Background: an optimization exercise with open tools, aiming at small area. Do not read the settings as production practice. Only simulation tests tie the RTL to the original design; equivalence was not proved. Power is estimated from default activity; no workload was simulated.

===== flow/flow/run.sh =====
#!/bin/bash
# Layout flow: the standard flow (standard.sh: standard synthesis, then
# ORFS floorplan to finish) with these options changed:
#  - port buffers use the smallest buffer cell (every port still gets one);
#  - clock tree synthesis inserts no dummy balancing loads and clusters up
#    to 30 flip-flops per leaf buffer.
# ORFS writes each step's full tool output under orfs/logs/; the make output
# goes to flow_make.log.
set -euo pipefail
export BUFFER_PORTS_ARGS="-buffer_cell sky130_fd_sc_hd__buf_1"
export CTS_ARGS="-sink_clustering_enable -repair_clock_nets -dont_use_dummy_load -sink_clustering_size 30 -sink_clustering_max_diameter 80"
bash standard.sh finish > flow_make.log 2>&1

===== flow/standard.sh =====
#!/bin/bash
# synth_recipe.tcl (not shown) runs the flow's synth.tcl, then flattens the netlist and writes it again
# the make line also repeats each setting of config.mk as NAME=value (left out here)
make -C /OpenROAD-flow-scripts/flow DESIGN_CONFIG=/design/flow/config.mk WORK_HOME=/design/flow/orfs CLKGATE_MAP_FILE= SYNTH_SCRIPT=/design/flow/synth_recipe.tcl "${@:-finish}"

===== flow/config.mk =====
export PLATFORM = sky130hd
export DESIGN_NAME = cpe_cpu
export DESIGN_NICKNAME = cpe_cpu
export VERILOG_FILES = /design/flow/design.v
export SDC_FILE = /design/flow/constraint.sdc
export NUM_CORES = 4
export LEC_CHECK = 0
export CAP_MARGIN = 5
export CORE_MARGIN = 2
export CORE_UTILIZATION = 60
export PLACE_DENSITY = 0.7
export SLEW_MARGIN = 5
export SYNTH_HIERARCHICAL = 1
export SYNTH_MINIMUM_KEEP_SIZE = 0

===== flow/constraint.sdc =====
create_clock -name core_clock -period 20.0 [get_ports {clk_w_i}]
set_input_delay 4.0000 -clock core_clock [delete_from_list [all_inputs] [get_ports {clk_w_i}]]
set_output_delay 4.0000 -clock core_clock [all_outputs]
set_load 0.01 [all_outputs]

===== flow/design.v =====
module alu (
   input  wire [31:0] a_data_w_i,
   input  wire [31:0] b_n_w_i,
   input  wire        sub_w_i,      
   input  wire        left_w_i,     
   input  wire        arith_w_i,    
   output wire [31:0] sum_w_o,
   output wire [31:0] p_w_o,        
   output wire [31:0] g_w_o,        
   output wire [31:0] shr_w_o,      
   output wire        eq_w_o,       
   output wire        lts_w_o,
   output wire        ltu_w_o
   );
   wire [31:0] bx;    
   wire [32:0] c;     
   genvar i;
   generate
      for (i = 0; i < 32; i = i + 1) begin : add_g
         cell_xnor2 bx_0 (.a_i(b_n_w_i[i]), .b_i(sub_w_i), .y_o(bx[i]));
         cell_ha    pg_0 (.a_i(a_data_w_i[i]), .b_i(bx[i]), .s_o(p_w_o[i]), .c_o(g_w_o[i]));
         cell_xor2  s_0  (.a_i(p_w_o[i]), .b_i(c[i]), .y_o(sum_w_o[i]));
      end
   endgenerate
   bk_carry #(.N(32)) carry_0 (.p_i(p_w_o), .g_i(g_w_o), .c_i(sub_w_i), .c_o(c));
   assign ltu_w_o = ~c[32];
   assign lts_w_o = (a_data_w_i[31] == b_n_w_i[31]) ? a_data_w_i[31] : sum_w_o[31];
   assign eq_w_o  = &p_w_o;
   wire fill   = arith_w_i & a_data_w_i[31];
   wire fill_n = ~fill;
   wire [4:0] amt_n = b_n_w_i[4:0];
   wire [31:0] s0, s1, s2, s3, s4, s5;    
   generate
      for (i = 0; i < 32; i = i + 1) begin : sh_g
         cell_mux2i m0 (.a0_i(a_data_w_i[i]), .a1_i(a_data_w_i[31-i]), .s_i(left_w_i), .y_o(s0[i]));
         cell_mux2i m1 (.a1_i(s0[i]), .a0_i(i + 1  < 32 ? s0[i+1]  : fill_n), .s_i(amt_n[0]), .y_o(s1[i]));
         cell_mux2i m2 (.a1_i(s1[i]), .a0_i(i + 2  < 32 ? s1[i+2]  : fill),   .s_i(amt_n[1]), .y_o(s2[i]));
         cell_mux2i m3 (.a1_i(s2[i]), .a0_i(i + 4  < 32 ? s2[i+4]  : fill_n), .s_i(amt_n[2]), .y_o(s3[i]));
         cell_mux2i m4 (.a1_i(s3[i]), .a0_i(i + 8  < 32 ? s3[i+8]  : fill),   .s_i(amt_n[3]), .y_o(s4[i]));
         cell_mux2i m5 (.a1_i(s4[i]), .a0_i(i + 16 < 32 ? s4[i+16] : fill_n), .s_i(amt_n[4]), .y_o(s5[i]));
      end
   endgenerate
   assign shr_w_o = s5;
endmodule  
module bk_carry #(parameter N = 32) (
   input  wire [N-1:0] p_i,
   input  wire [N-1:0] g_i,
   input  wire         c_i,
   output wire [N:0]   c_o
   );
   reg [N-1:0] gg, pp;
   integer l, i;
   always @ (*) begin
      gg = g_i;
      pp = p_i;
      gg[0] = g_i[0] | (p_i[0] & c_i);
      pp[0] = 1'b0;
      for (l = 1; l < N; l = l * 2)
         for (i = 2 * l - 1; i < N; i = i + 2 * l) begin
            gg[i] = gg[i] | (pp[i] & gg[i-l]);
            pp[i] = pp[i] & pp[i-l];
         end
      for (l = N / 4; l >= 1; l = l / 2)
         for (i = 3 * l - 1; i < N; i = i + 2 * l) begin
            gg[i] = gg[i] | (pp[i] & gg[i-l]);
            pp[i] = pp[i] & pp[i-l];
         end
   end
   assign c_o = {gg, c_i};
endmodule  
module cmp_gen (
   input  wire [2:0] funct_3_w_i,
   input  wire       eq_w_i,
   input  wire       lts_w_i,
   input  wire       ltu_w_i,
   output wire       cond_w_o
   );
   wire c = funct_3_w_i[2] ? (funct_3_w_i[1] ? ltu_w_i : lts_w_i) : eq_w_i;
   assign cond_w_o = c ^ funct_3_w_i[0];
endmodule  
module cell_aoi222 (
   input  wire a1_i, a2_i, b1_i, b2_i, c1_i, c2_i,
   output wire y_o
   );
   assign y_o = ~((a1_i & a2_i) | (b1_i & b2_i) | (c1_i & c2_i));
endmodule  
module cell_aoi22 (
   input  wire a1_i, a2_i, b1_i, b2_i,
   output wire y_o
   );
   assign y_o = ~((a1_i & a2_i) | (b1_i & b2_i));
endmodule  
module cell_ao22 (
   input  wire a1_i, a2_i, b1_i, b2_i,
   output wire y_o
   );
   assign y_o = (a1_i & a2_i) | (b1_i & b2_i);
endmodule  
module cell_nand2 (input wire a_i, b_i, output wire y_o);
   assign y_o = ~(a_i & b_i);
endmodule  
module cell_nand3 (input wire a_i, b_i, c_i, output wire y_o);
   assign y_o = ~(a_i & b_i & c_i);
endmodule  
module cell_nand4 (input wire a_i, b_i, c_i, d_i, output wire y_o);
   assign y_o = ~(a_i & b_i & c_i & d_i);
endmodule  
module cell_and2 (input wire a_i, b_i, output wire y_o);
   assign y_o = a_i & b_i;
endmodule  
module cell_and3 (input wire a_i, b_i, c_i, output wire y_o);
   assign y_o = a_i & b_i & c_i;
endmodule  
module cell_or3 (input wire a_i, b_i, c_i, output wire y_o);
   assign y_o = a_i | b_i | c_i;
endmodule  
module cell_inv (input wire a_i, output wire y_o);
   assign y_o = ~a_i;
endmodule  
module cell_xor2 (input wire a_i, b_i, output wire y_o);
   assign y_o = a_i ^ b_i;
endmodule  
module cell_xnor2 (input wire a_i, b_i, output wire y_o);
   assign y_o = ~(a_i ^ b_i);
endmodule  
module cell_mux2 (input wire a0_i, a1_i, s_i, output wire y_o);
   assign y_o = s_i ? a1_i : a0_i;
endmodule  
module cell_mux2i (input wire a0_i, a1_i, s_i, output wire y_o);
   assign y_o = ~(s_i ? a1_i : a0_i);
endmodule  
module cell_ha (input wire a_i, b_i, output wire s_o, c_o);
   assign s_o = a_i ^ b_i;
   assign c_o = a_i & b_i;
endmodule  
module cond_branch_control (
   input  wire        branch_w_i,
   input  wire        cond_w_i,
   input  wire        jal_w_i,
   input  wire        jalr_w_i,
   input  wire [31:1] pc_plus_imm_w_i,
   input  wire [31:1] pc_plus_4_w_i,
   input  wire [31:1] jalr_target_w_i,
   output wire [31:1] next_pc_w_o
   );
   wire take = (branch_w_i & cond_w_i) | jal_w_i;
   wire seq  = ~take & ~jalr_w_i;
   genvar j;
   generate
      for (j = 1; j < 32; j = j + 1) begin : pc_g
         wire t;
         cell_aoi222 aoi_0 (.a1_i(jalr_w_i), .a2_i(jalr_target_w_i[j]),
                            .b1_i(take), .b2_i(pc_plus_imm_w_i[j]),
                            .c1_i(seq), .c2_i(pc_plus_4_w_i[j]), .y_o(t));
         cell_inv inv_0 (.a_i(t), .y_o(next_pc_w_o[j]));
      end
   endgenerate
endmodule  
module control (
   input  wire [6:0] opcode_w_i,
   output wire       lui_w_o,
   output wire       auipc_w_o,
   output wire       jal_w_o,
   output wire       jalr_w_o,
   output wire       branch_w_o,
   output wire       load_w_o,
   output wire       store_w_o,
   output wire       op_imm_w_o,
   output wire       op_w_o,
   output wire       reg_write_w_o
   );
   assign lui_w_o    = (opcode_w_i == 7'b0110111);
   assign auipc_w_o  = (opcode_w_i == 7'b0010111);
   assign jal_w_o    = (opcode_w_i == 7'b1101111);
   assign jalr_w_o   = (opcode_w_i == 7'b1100111);
   assign branch_w_o = (opcode_w_i == 7'b1100011);
   assign load_w_o   = (opcode_w_i == 7'b0000011);
   assign store_w_o  = (opcode_w_i == 7'b0100011);
   assign op_imm_w_o = (opcode_w_i == 7'b0010011);
   assign op_w_o     = (opcode_w_i == 7'b0110011);
   assign reg_write_w_o = lui_w_o | auipc_w_o | jal_w_o | jalr_w_o |
                          load_w_o | op_imm_w_o | op_w_o;
endmodule  
module imm_gen (
   input  wire [31:0] instr_w_i,
   input  wire        branch_w_i,
   input  wire        jal_w_i,
   output wire [31:1] pc_imm_w_o
   );
   wire u_type = ~branch_w_i & ~jal_w_i;
   wire bj_n   = ~(branch_w_i | jal_w_i);    
   genvar j;
   generate
      for (j = 20; j < 31; j = j + 1) begin : hi_g
         cell_mux2 m_0 (.a0_i(instr_w_i[31]), .a1_i(instr_w_i[j]), .s_i(u_type), .y_o(pc_imm_w_o[j]));
      end
      for (j = 12; j < 20; j = j + 1) begin : mid_g
         cell_mux2 m_0 (.a0_i(instr_w_i[j]), .a1_i(instr_w_i[31]), .s_i(branch_w_i), .y_o(pc_imm_w_o[j]));
      end
      for (j = 5; j < 11; j = j + 1) begin : lo_g
         cell_and2 a_0 (.a_i(instr_w_i[j+20]), .b_i(~bj_n), .y_o(pc_imm_w_o[j]));
      end
      for (j = 1; j < 5; j = j + 1) begin : low_g
         cell_ao22 a_0 (.a1_i(branch_w_i), .a2_i(instr_w_i[j+7]),
                        .b1_i(jal_w_i), .b2_i(instr_w_i[j+20]), .y_o(pc_imm_w_o[j]));
      end
   endgenerate
   assign pc_imm_w_o[31] = instr_w_i[31];
   cell_ao22 b11_0 (.a1_i(branch_w_i), .a2_i(instr_w_i[7]),
                    .b1_i(jal_w_i), .b2_i(instr_w_i[20]), .y_o(pc_imm_w_o[11]));
endmodule  
module pc (
   input  wire        clk_w_i,
   input  wire        res_w_i_h,
   input  wire [31:1] pc_w_i,
   output wire [31:0] instr_w_o
   );
   reg [31:1] curr_instr_r;
   always @ (posedge clk_w_i or posedge res_w_i_h) begin
      if (res_w_i_h)
         curr_instr_r <= 31'd0;
      else
         curr_instr_r <= pc_w_i;
   end
   assign instr_w_o = {curr_instr_r, 1'b0};
endmodule  
module registers (
   input  wire        clk_w_i,
   input  wire        res_w_i_h,
   input  wire [4:0]  rd_reg_1_w_i,
   input  wire [4:0]  rd_reg_2_w_i,
   input  wire [4:0]  wr_reg_w_i,
   input  wire [31:0] wr_data_w_i,
   input  wire        reg_wr_flag_w_i,
   output wire [31:0] rd_data_1_w_o,
   output wire [31:0] rd_data_2_w_o
   );
   reg [31:1] valid_r;
   genvar r, b;
   wire [3:0] rd1_lo = 4'b0001 << rd_reg_1_w_i[1:0];
   wire [7:0] rd1_hi = 8'b00000001 << rd_reg_1_w_i[4:2];
   wire [3:0] rd2_lo = 4'b0001 << rd_reg_2_w_i[1:0];
   wire [7:0] rd2_hi = 8'b00000001 << rd_reg_2_w_i[4:2];
   wire [3:0] wr_lo = {3'b000, reg_wr_flag_w_i} << wr_reg_w_i[1:0];
   wire [7:0] wr_hi = 8'b00000001 << wr_reg_w_i[4:2];
   wire [31:1] wr_sel;
   wire [31:1] wr_hold;
   wire [31:1] rd1_sel;
   wire [31:1] rd2_sel;
   wire [31:0] q [1:31];
   wire [31:1] qt [0:31];    
   generate
      for (r = 1; r < 32; r = r + 1) begin : reg_g
         cell_and2  we_0 (.a_i(wr_lo[r % 4]), .b_i(wr_hi[r / 4]), .y_o(wr_sel[r]));
         cell_nand2 ho_0 (.a_i(wr_lo[r % 4]), .b_i(wr_hi[r / 4]), .y_o(wr_hold[r]));
         cell_and3  rd1_0 (.a_i(valid_r[r]), .b_i(rd1_lo[r % 4]), .c_i(rd1_hi[r / 4]),
                           .y_o(rd1_sel[r]));
         cell_and3  rd2_0 (.a_i(valid_r[r]), .b_i(rd2_lo[r % 4]), .c_i(rd2_hi[r / 4]),
                           .y_o(rd2_sel[r]));
         wire [31:0] d;
         for (b = 0; b < 32; b = b + 1) begin : bit_g
            cell_ao22 hold_0 (.a1_i(wr_sel[r]), .a2_i(wr_data_w_i[b]),
                              .b1_i(wr_hold[r]), .b2_i(q[r][b]), .y_o(d[b]));
         end
         rf_word word_0 (.clk_w_i(clk_w_i), .d_i(d), .q_o(q[r]));
         for (b = 0; b < 32; b = b + 1) begin : t_g
            assign qt[b][r] = q[r][b];
         end
      end
      for (b = 0; b < 32; b = b + 1) begin : rd_g
         rf_read_bit rd1_0 (.sel_i(rd1_sel), .q_i(qt[b]), .y_o(rd_data_1_w_o[b]));
         rf_read_bit rd2_0 (.sel_i(rd2_sel), .q_i(qt[b]), .y_o(rd_data_2_w_o[b]));
      end
   endgenerate
   always @ (posedge clk_w_i or posedge res_w_i_h) begin
      if (res_w_i_h)
         valid_r <= 31'd0;
      else
         valid_r <= valid_r | wr_sel;
   end
endmodule  
module rf_word (
   input  wire        clk_w_i,
   input  wire [31:0] d_i,
   output reg  [31:0] q_o
   );
   always @ (posedge clk_w_i)
      q_o <= d_i;
endmodule  
module rf_read_bit (
   input  wire [31:1] sel_i,
   input  wire [31:1] q_i,
   output wire        y_o
   );
   wire [10:0] t;
   wire [2:0]  u;
   genvar r;
   generate
      for (r = 0; r < 10; r = r + 1) begin : aoi_g
         cell_aoi222 aoi_0 (
            .a1_i(sel_i[3*r+1]), .a2_i(q_i[3*r+1]),
            .b1_i(sel_i[3*r+2]), .b2_i(q_i[3*r+2]),
            .c1_i(sel_i[3*r+3]), .c2_i(q_i[3*r+3]),
            .y_o(t[r]));
      end
   endgenerate
   cell_nand2 nand_0 (.a_i(sel_i[31]), .b_i(q_i[31]), .y_o(t[10]));
   cell_nand4 n4_0 (.a_i(t[0]), .b_i(t[1]), .c_i(t[2]), .d_i(t[3]), .y_o(u[0]));
   cell_nand4 n4_1 (.a_i(t[4]), .b_i(t[5]), .c_i(t[6]), .d_i(t[7]), .y_o(u[1]));
   cell_nand3 n3_0 (.a_i(t[8]), .b_i(t[9]), .c_i(t[10]), .y_o(u[2]));
   cell_or3   or_0 (.a_i(u[0]), .b_i(u[1]), .c_i(u[2]), .y_o(y_o));
endmodule  
module cpe_cpu (
   input  wire        clk_w_i,
   input  wire        res_w_i_h,
   input  wire [31:0] instr_w_i,
   input  wire [31:0] mem_data_w_i,
   output wire [31:0] mem_data_in_w_o,
   output wire [31:0] mem_addr_in_w_o,
   output wire [31:0] instr_w_o,
   output wire        mem_wr_w_o_h,
   output wire        mem_rd_w_o_h,
   output wire [1:0]  mem_wr_byte_sel_w_o,
   output wire [2:0]  mem_rd_byte_sel_w_o
   );
   wire lui, auipc, jal, jalr, branch, load, store, op_imm, op, reg_write;
   wire [2:0] f3 = instr_w_i[14:12];
   control control_0 (
      .opcode_w_i(instr_w_i[6:0]), .lui_w_o(lui), .auipc_w_o(auipc),
      .jal_w_o(jal), .jalr_w_o(jalr), .branch_w_o(branch), .load_w_o(load),
      .store_w_o(store), .op_imm_w_o(op_imm), .op_w_o(op),
      .reg_write_w_o(reg_write));
   wire [31:1] pc_imm;
   imm_gen imm_gen_0 (
      .instr_w_i(instr_w_i), .branch_w_i(branch), .jal_w_i(jal),
      .pc_imm_w_o(pc_imm));
   wire [31:0] rs1, rs2, wr_data;
   registers registers_0 (
      .clk_w_i(clk_w_i), .res_w_i_h(res_w_i_h),
      .rd_reg_1_w_i(instr_w_i[19:15]), .rd_reg_2_w_i(instr_w_i[24:20]),
      .wr_reg_w_i(instr_w_i[11:7]), .wr_data_w_i(wr_data),
      .reg_wr_flag_w_i(reg_write),
      .rd_data_1_w_o(rs1), .rd_data_2_w_o(rs2));
   wire arith_op = op | op_imm;
   wire reg_b    = op | branch;
   wire [31:0] alu_imm = {{20{instr_w_i[31]}}, instr_w_i[31:25],
                          store ? instr_w_i[11:7] : instr_w_i[24:20]};
   wire [31:0] b_n;
   genvar j;
   generate
      for (j = 0; j < 32; j = j + 1) begin : b_g
         cell_mux2i m_0 (.a0_i(alu_imm[j]), .a1_i(rs2[j]), .s_i(reg_b), .y_o(b_n[j]));
      end
   endgenerate
   wire sub = branch | (arith_op & ~f3[2] & f3[1]) |
              (op & instr_w_i[30] & (f3 == 3'b000));
   wire [31:0] sum, p, g, shr;
   wire eq, lts, ltu;
   alu alu_0 (
      .a_data_w_i(rs1), .b_n_w_i(b_n), .sub_w_i(sub),
      .left_w_i(~f3[2]), .arith_w_i(instr_w_i[30]),
      .sum_w_o(sum), .p_w_o(p), .g_w_o(g), .shr_w_o(shr),
      .eq_w_o(eq), .lts_w_o(lts), .ltu_w_o(ltu));
   wire cond;
   cmp_gen cmp_gen_0 (
      .funct_3_w_i(f3), .eq_w_i(eq), .lts_w_i(lts), .ltu_w_i(ltu),
      .cond_w_o(cond));
   wire [31:0] pc;
   wire [31:1] pc_plus_4;
   wire [31:1] pc_plus_imm;
   pc_adders pc_adders_0 (
      .pc_i(pc[31:1]), .imm_i(pc_imm), .pc_plus_4_o(pc_plus_4),
      .pc_plus_imm_o(pc_plus_imm));
   wire [31:1] next_pc;
   cond_branch_control cbc_0 (
      .branch_w_i(branch), .cond_w_i(cond), .jal_w_i(jal), .jalr_w_i(jalr),
      .pc_plus_imm_w_i(pc_plus_imm), .pc_plus_4_w_i(pc_plus_4),
      .jalr_target_w_i(sum[31:1]), .next_pc_w_o(next_pc));
   pc pc_0 (
      .clk_w_i(clk_w_i), .res_w_i_h(res_w_i_h), .pc_w_i(next_pc),
      .instr_w_o(pc));
   wire s_ld   = load;
   wire s_lui  = lui;
   wire s_aui  = auipc;
   wire s_link = jal | jalr;
   wire s_sum  = arith_op & (f3 == 3'b000);
   wire s_p    = arith_op & f3[2] & ~f3[0];             
   wire s_g    = arith_op & f3[2] & f3[1];              
   wire s_shr  = arith_op & (f3 == 3'b101);
   wire s_shl  = arith_op & (f3 == 3'b001);
   wire s_slt  = arith_op & (f3 == 3'b010);
   wire s_sltu = arith_op & (f3 == 3'b011);
   wire slt_n  = ~((s_slt & lts) | (s_sltu & ltu));
   generate
      for (j = 0; j < 32; j = j + 1) begin : wb_g
         wire t0, t1, t2;
         cell_aoi222 aoi_0 (.a1_i(s_sum), .a2_i(sum[j]), .b1_i(s_p), .b2_i(p[j]),
                            .c1_i(s_g), .c2_i(g[j]), .y_o(t0));
         cell_aoi222 aoi_1 (.a1_i(s_shr), .a2_i(shr[j]), .b1_i(s_shl), .b2_i(shr[31-j]),
                            .c1_i(s_ld), .c2_i(mem_data_w_i[j]), .y_o(t1));
         if (j == 0) begin : b0
            cell_nand3 n_0 (.a_i(t0), .b_i(t1), .c_i(slt_n), .y_o(wr_data[j]));
         end else if (j == 1) begin : b1
            cell_aoi22 aoi_2 (.a1_i(s_aui), .a2_i(pc_plus_imm[j]),
                              .b1_i(s_link), .b2_i(pc[j]), .y_o(t2));
            cell_nand3 n_0 (.a_i(t0), .b_i(t1), .c_i(t2), .y_o(wr_data[j]));
         end else if (j < 12) begin : bl
            cell_aoi22 aoi_2 (.a1_i(s_aui), .a2_i(pc_plus_imm[j]),
                              .b1_i(s_link), .b2_i(pc_plus_4[j]), .y_o(t2));
            cell_nand3 n_0 (.a_i(t0), .b_i(t1), .c_i(t2), .y_o(wr_data[j]));
         end else begin : bh
            cell_aoi222 aoi_2 (.a1_i(s_aui), .a2_i(pc_plus_imm[j]),
                               .b1_i(s_link), .b2_i(pc_plus_4[j]),
                               .c1_i(s_lui), .c2_i(instr_w_i[j]), .y_o(t2));
            cell_nand3 n_0 (.a_i(t0), .b_i(t1), .c_i(t2), .y_o(wr_data[j]));
         end
      end
   endgenerate
   assign instr_w_o           = pc;
   assign mem_wr_w_o_h        = store;
   assign mem_rd_w_o_h        = load;
   assign mem_addr_in_w_o     = sum;
   assign mem_data_in_w_o     = rs2;
   assign mem_wr_byte_sel_w_o = instr_w_i[13:12];
   assign mem_rd_byte_sel_w_o = instr_w_i[14:12];
endmodule  
module pc_adders (
   input  wire [31:1] pc_i,
   input  wire [31:1] imm_i,
   output wire [31:1] pc_plus_4_o,
   output wire [31:1] pc_plus_imm_o
   );
   wire [31:2] inc_c;
   wire [31:1] add_c;
   assign inc_c[2] = 1'b1;
   assign add_c[1] = 1'b0;
   genvar k;
   generate
      for (k = 2; k < 32; k = k + 1) begin : inc_g
         assign pc_plus_4_o[k] = pc_i[k] ^ inc_c[k];
         if (k < 31) assign inc_c[k+1] = pc_i[k] & inc_c[k];
      end
      for (k = 1; k < 32; k = k + 1) begin : add_g
         assign pc_plus_imm_o[k] = pc_i[k] ^ imm_i[k] ^ add_c[k];
         if (k < 31) assign add_c[k+1] = (pc_i[k] & imm_i[k]) | (add_c[k] & (pc_i[k] ^ imm_i[k]));
      end
   endgenerate
   assign pc_plus_4_o[1] = pc_i[1];
endmodule  

==> results.txt <==
modules after synthesis, one instance, submodules excluded, a selection:
module,cells inside,flip-flops and latches,area (um2),times used
imm_gen,3,0,17.5,1
cond_branch_control,2,0,21.3,1
cell_nand3,1,0,5.00,96
pc,34,31,791,1
cell_xnor2,1,0,8.76,32
cell_ha,1,0,12.5,32
cell_aoi222,1,0,10.0,755
rf_word,32,32,641,31
cell_mux2,1,0,15.0,19
cell_inv,1,0,3.75,31
control,21,0,183,1
cmp_gen,4,0,27.5,1
cell_mux2i,1,0,10.0,224
cell_nand2,1,0,3.75,95
cell_and3,1,0,6.26,62
cell_aoi22,1,0,12.5,11
critical path: cells and delay by family:
family          cells  cell delay [ps]
buf+inv             3              960
simple gates        2              240
xor+xnor            1              390
compound gates      3              940
fa+ha+maj          30            11660
synthesized netlist by cell type, types with 41 or more instances:
master    number  area share (%)
a222oi_1     755              16
a22o_1       997              19
and2_1        41            0.55
and3_1        63            0.85
dfrtp_1       62             3.3
dfxtp_1      992              43
ha_1          61             1.6
inv_1         43            0.35
mux2i_1      226             4.9
nand2_1      110            0.89
nand3_1       97             1.0
nand4_1      137             1.8
or3_1         65            0.87
kinds of logic (layout without fill, tap and decap cells):
group | after synthesis | in the layout | synth area share, %
other cells | 1 | 31 | 0.00804
fa+ha+maj | 91 | 91 | 2.90
xor+xnor | 67 | 67 | 1.29
flops | 1054 | 1054 | 45.9
buf+inv | 56 | 420 | 0.545
simple gates | 610 | 610 | 7.53
mux | 250 | 250 | 5.58
compound gates | 1828 | 1828 | 36.2
final timing paths:
check	end	startpoint	cells after the start
worst min register to register	registers_0.valid_r[13]	registers_0.valid_r[13]	1
min in group asynchronous	registers_0.valid_r[10]	res_w_i_h	3
worst min-delay path	registers_0.valid_r[13]	registers_0.valid_r[13]	1
max in group asynchronous	registers_0.valid_r[25]	res_w_i_h	3
worst max-delay path	registers_0.reg_g[29].word_0.q_o[31]	instr_w_i[2]	39
worst max register to register	registers_0.reg_g[29].word_0.q_o[31]	pc_0.curr_instr_r[1]	35
power breakdown:
group | leakage (nW) | switching (mW) | internal, mW | total [mW]
Combinational | 10.6 | 0.200 | 0.122 | 0.322
Clock | 0.567 | 0.679 | 0.414 | 1.09
Sequential | 8.80 | 0.0498 | 2.14 | 2.18
Total | 20.0 | 0.928 | 2.67 | 3.60
area by class of cell:
cell class | count | area (um2) | share of cell area [%]
Antenna cell | 30 | 75.1 | 0.147
Clock buffer | 46 | 1150 | 2.25
Inverter | 44 | 165 | 0.323
Multi-Input combinational cell | 2847 | 25100 | 49.2
Sequential cell | 1054 | 21400 | 41.9
Tap cell | 1040 | 1300 | 2.55
Timing Repair Buffer | 330 | 1850 | 3.62
layer usage:
metal  global-route usage [%]  wire length (um)  vias up
li1                         -                 -    18702
met1                     66.3             76800    23243
met2                     72.0             87400     5259
met3                     29.5             44200     1220
met4                     39.4             21300       32
met5                     2.75               541        -
per-stage QoR:
step / instance area, um2 / instances / setup slack [ps] / power (mW)
after global routing: 51000 / 5365 / 1950 / 3.68
final: 51100 / 5391 / 2240 / 3.60
after floorplan: 46600 / 3957 / 2270 / 2.41
after detailed placement: 49900 / 5315 / 1700 / 2.54
after CTS: 51000 / 5361 / 2340 / 3.56
after global placement: 49900 / 5315 / 1940 / 2.53
registers in the layout, indices dropped and copies added (netlist names):
register                      flops
registers_0.reg_g.word_0.q_o    992
pc_0.curr_instr_r                31
registers_0.valid_r              31
==> impl_metrics.py <==
metrics = {
    "routing": {
        "drtIter0Drc": 14160,
        "drcViolationCount": 0,
        "vias_per_cell": 8.99,
        "post_drt_wl_per_cell_um": 42.7,
        "firstDrtPassIters": 20,
        "wl_um": 230000,
        "ant_nets": 0,
        "vias": 48456,
    },
    "setup_path": {
        "crit_path_max_fanout": 31,
        "path_common_cell": "fa_1",
        "cp_data_required_time_ps": 20480,
        "crit_arrival_ps": 18240,
        "cpPeakStageDelay_ps": 440,
        "slowest_stage": "fa_1",
        "r2r_slack_ps": 6220,
        "critical_path_class": "input port to flip-flop",
        "cp-start-kind": "input port",
        "end_kind": "flip-flop",
    },
    "sta": {
        "period_share_pct": 88.8,
        "rsz0062_at_grt": "no",
        "setup_viol": 0,
        "period_minus_slack_ps": 17760,
        "tns_ps": 0,
        "max_freq_mhz": 56.3,
        "maxSlewHeadroom_pct": 13.3,
        "maxSlewViolCount": 0,
        "hold_slack_ps": 493,
        "hold_viol": 0,
        "finClkSkew_ps": 164,
        "tightest_slew_ps": 1300,
    },
    "floorplan": {
        "num_rows": 102,
        "start_util_pct": 60.4,
        "die_x_um": 283,
        "core_area_um2": 77200,
        "io_pins": 169,
        "chipHeight_um": 283,
        "dieArea_um2": 80000,
    },
    "synth": {
        "postSynthAreaPerCell_um2": 11.8,
        "syn_inst": 3957,
        "synth_area_um2": 46600,
        "syn-num-nets": 4113,
        "synth_cell_type_count": 63,
        "synth_edf_count": 0,
        "ys.flop_type": "dfxtp_1",
        "async_flop_share_pct": 5.88,
        "yosys_register_bits": 1054,
        "synth-warning-count": 10,
        "yosysSeqAreaShare_pct": 45.9,
    },
    "grt": {
        "antenna_found_initial": 43,
        "overflow": 0,
        "grt_max_degree": 43,
        "grt_usage_pct": 54.5,
        "grt_pass1_vias": 42474,
        "grt_pass1_wl_um": 314000,
    },
    "layout": {
        "final_util_pct": 66.2,
        "layout_commonest_cell": "a22o_1",
        "drive_above_1_share_pct": 7.82,
        "fin_nets": 4479,
        "fillers": 6129,
        "syn_to_final_growth_pct": 9.56,
        "layout_common_cells": "a22o_1 (997), dfxtp_1 (992), a222oi_1 (755), mux2i_1 (221), buf_1 (166)",
    },
    "pwr": {
        "peakVddDrop_v": 0.0000744,
        "p_per_area_nw_per_um2": 70.4,
        "p_leak_nw": 20.0,
    },
    "clocking": {
        "cts_root_buf": "clkbuf_16",
        "cts.sinks": 1054,
        "cts_max_path_buffers": 3,
        "clk_pin_slew_ps": 80,
        "post_cts_buffers": 0,
        "cts_tree": "yes",
        "clock_latency_ps": 700,
        "htree_num_levels": 2,
        "cts_buffers": 46,
        "cts_hold_buffers": 0,
        "cts_resized": 0,
    },
    "status": {
        "status": "timing/DRC/antenna clean",
    },
    "placed_design": {
        "hpwl_um": 136000,
        "place_congestion": 1.05,
        "io_buffers": 167,
    },
    "flow_run": {
        "max-cap-violations": 0,
    },
    "worst_hold_path": {
        "hp-class": "flip-flop to flip-flop",
    },
}

[separate check: timing with driven ports]
How much do the figures lean on ideal ports? The routed layout below was timed once more, with nothing changed but the port constraints.
Step 1 sets driving cells, clkbuf_16 on the clock port and buf_2 on the other inputs (assumed; they add their load-dependent delay and slew).
Step 2 moves the port delays by t, midway between the first and last clock arrival at a register: inputs arrive t later, outputs are due t later. That takes back most of the time a late clock gives input paths.
Three values: no drivers, after step 1, after step 2; two values: the first two.
t, ns: 0.690
slack for setup (ns): 2.243 / 2.292 / 1.602
clock arrival spread, ns: 0.165 / 0.164
After both steps this run still meets setup and hold. The setup slack of this run moves by +0.049 ns with the drivers and by -0.641 ns with both steps.
